Background: an optimization exercise with open tools, aiming at small area, a short achievable clock period and few clock cycles. Do not read the settings as production practice. Function was checked by simulation only, so behaviour that the tests miss may differ from the original. Power and IR drop assume default switching activity.

run 1:
==> flow/design.v (excerpt) <==
module task3(
    input [2:0] opcode,
    output reg done,
    output [23:0] out,
    input [7:0] in2,
    input [7:0] in1,
    input [7:0] in0,
    input clk,
    input rst
    );
export LEC_CHECK = 0
export ABC_AREA = 1
export CAP_MARGIN = 20
export CORE_MARGIN = 2
export CORE_UTILIZATION = 70
export CTS_BUF_LIST = sky130_fd_sc_hd__clkbuf_4 sky130_fd_sc_hd__clkbuf_8
export SLEW_MARGIN = 20
create_clock -name core_clock -period 12.0 [get_ports {clk}]
standard.sh (not shown) runs the stock make flow with config.mk's settings and CLKGATE_MAP_FILE= SYNTH_SCRIPT=/design/flow/synth_recipe.tcl, a recipe that flattens the netlist after the stock synthesis.
==> flow/flow/run.sh <==
#!/bin/bash
set -euo pipefail
cd "$(dirname "$0")/.."
bash standard.sh finish \
  SETUP_SLACK_MARGIN=7.2 \
  "BUFFER_PORTS_ARGS=-buffer_cell sky130_fd_sc_hd__buf_1" \
  > run_standard.log 2>&1
Testbench counts of run 1, summed over its fixed seeds: cycles 21,090.
> inputs changed (run 1 -> run 2)
-- flow/config.mk --
<<< run 1, line 10
export CORE_MARGIN = 2
export CORE_UTILIZATION = 70
export CTS_BUF_LIST = sky130_fd_sc_hd__clkbuf_4 sky130_fd_sc_hd__clkbuf_8
>>> run 2, line 10
export CORE_MARGIN = 2
export CORE_UTILIZATION = 85
export CTS_BUF_LIST = sky130_fd_sc_hd__clkbuf_4 sky130_fd_sc_hd__clkbuf_8
--- outcome ---
Run 2 ends up with higher count of instances resized after the clock tree is built than run 1 does. Starting density of the core for run 2 is higher than for run 1. Comparing run 2 with run 1, the synthesized area per cell came out essentially unchanged. Run 1 -> run 2: proportion of synthesized chip area in sequential cells delta 0, exact match. Run 2: it failed with a tool error in global routing, so there are no final results. Compound-cell area share of the yosys netlist: run 1 vs run 2 identical. Run 1 and run 2 ended up with roughly the same fraction of registers with async set/reset. Changes observed in run 2 relative to run 1: weighted congestion at the end of routability-driven global placement went up by 0.016; boundary pin count was more or less identical; post-cts hold buffer count was more or less identical.
Edits applied to the flow inputs when going from run 2 to run 3:
==> flow/flow/run.sh <==
#!/bin/bash
set -euo pipefail
cd "$(dirname "$0")/.."
bash standard.sh finish \
  SETUP_SLACK_MARGIN=7.1 \
  "BUFFER_PORTS_ARGS=-buffer_cell sky130_fd_sc_hd__buf_1" \
  > run_standard.log 2>&1
-- flow/config.mk --
<<< run 2, line 10
export CORE_MARGIN = 2
export CORE_UTILIZATION = 85
export CTS_BUF_LIST = sky130_fd_sc_hd__clkbuf_4 sky130_fd_sc_hd__clkbuf_8
>>> run 3, line 10
export CORE_MARGIN = 2
export CORE_UTILIZATION = 70
export CTS_BUF_LIST = sky130_fd_sc_hd__clkbuf_4 sky130_fd_sc_hd__clkbuf_8
==> summary.txt <==
Run 3: flow completed, timing, DRC and antenna clean
Taking run 2 as the reference point, the number of placed instances, taps included of run 3 rises by about 1.1%.
Run 3 — die extent in x about 10% higher, run 2 as reference
Diff run 3..run 2 | number of nets produced by synthesis | unchanged
Compared run 3 against run 2; instance area after placement within noise.
Input changes introduced in run 4 (baseline for comparison: run 3):
==> flow/flow/run.sh <==
#!/bin/bash
set -euo pipefail
cd "$(dirname "$0")/.."
bash standard.sh finish \
  SETUP_SLACK_MARGIN=7.2 \
  "BUFFER_PORTS_ARGS=-buffer_cell sky130_fd_sc_hd__buf_1" \
  > run_standard.log 2>&1
-- flow/config.mk --
<<< run 3, line 10
export CORE_MARGIN = 2
export CORE_UTILIZATION = 70
export CTS_BUF_LIST = sky130_fd_sc_hd__clkbuf_4 sky130_fd_sc_hd__clkbuf_8
>>> run 4, line 10
export CORE_MARGIN = 2
export CORE_UTILIZATION = 60
export CTS_BUF_LIST = sky130_fd_sc_hd__clkbuf_4 sky130_fd_sc_hd__clkbuf_8
Notes after the runs:
Area growth from synthesis to layout, run 3 and run 4: larger value in run 4. The run with more setup slack is run 3; run 4 has less. [compare] base=run 3 new=run 4: via count rose by 32; final-layout worst hold slack fell by 5.4 ps.
The following lists how run 5 was set up differently from run 4:
-- flow/config.mk --
<<< run 4, line 10
export CORE_MARGIN = 2
export CORE_UTILIZATION = 60
export CTS_BUF_LIST = sky130_fd_sc_hd__clkbuf_4 sky130_fd_sc_hd__clkbuf_8
export SLEW_MARGIN = 20
>>> run 5, line 10
export CORE_MARGIN = 2
export CORE_UTILIZATION = 70
export CTS_BUF_LIST = sky130_fd_sc_hd__clkbuf_4 sky130_fd_sc_hd__clkbuf_8
export PLACE_DENSITY = 0.9
export SLEW_MARGIN = 20
Findings:
Total detailed-routing wirelength, run 5 vs run 4: up by a few percent
Summary of run 5 over run 4: clock distribution area overhead in the final layout went up by 0.21 points; maximum frequency went down by about 1.4%.
Going from run 4 to run 5, final critical-path share of the clock period climbed 0.56 points; post-synthesis to final-layout area growth dropped 3.1 points.
Count of inserted tapcells delta for run 5 relative to run 4: 25 lower
Power density relative to cell area of run 5 exceeds that of run 4 slightly.
From run 4 to run 5 the numbers moved as follows: first-pass GRT wire length increased about 2.8%, total power lower, via count of the first global-routing pass shows an increase of 3.0%.
Run 5 vs run 4 — slack of the critical path dropped 67 ps.

==> static timing again, ports no longer ideal <==
The results above use ideal ports. As a check the final layouts listed here were re-extracted and re-timed, cells and wires unchanged. Step 1 assumes that a clkbuf_16 drives the clock port and a buf_2 every other input. Step 2 moves the port delays by t, midway between the first and last clock arrival at a register: inputs arrive t later, outputs are due t later. That takes back most of the time a late clock gives input paths. a / b / c = ideal ports / drivers / drivers and shift; a / b = the first two.
run | t (ns) | slack for setup (ns) | worst hold slack (ns) | latest minus earliest clock arrival (ns)
run 1 | 0.335 | 7.302 / 7.270 / 7.074 | 0.593 / 0.593 / 0.593 | 0.020 / 0.020
run 3 | 0.336 | 7.254 / 7.221 / 6.993 | 0.586 / 0.586 / 0.586 | 0.019 / 0.018
run 4 | 0.365 | 7.248 / 7.212 / 7.024 | 0.581 / 0.581 / 0.581 | 0.017 / 0.017
run 5 | 0.331 | 7.181 / 7.151 / 7.173 | 0.600 / 0.600 / 0.600 | 0.014 / 0.014
After both steps setup and hold are still met in every run listed. The setup slack of run 3, which loses most, moves by -0.033 ns with the drivers and by -0.261 ns with both steps.
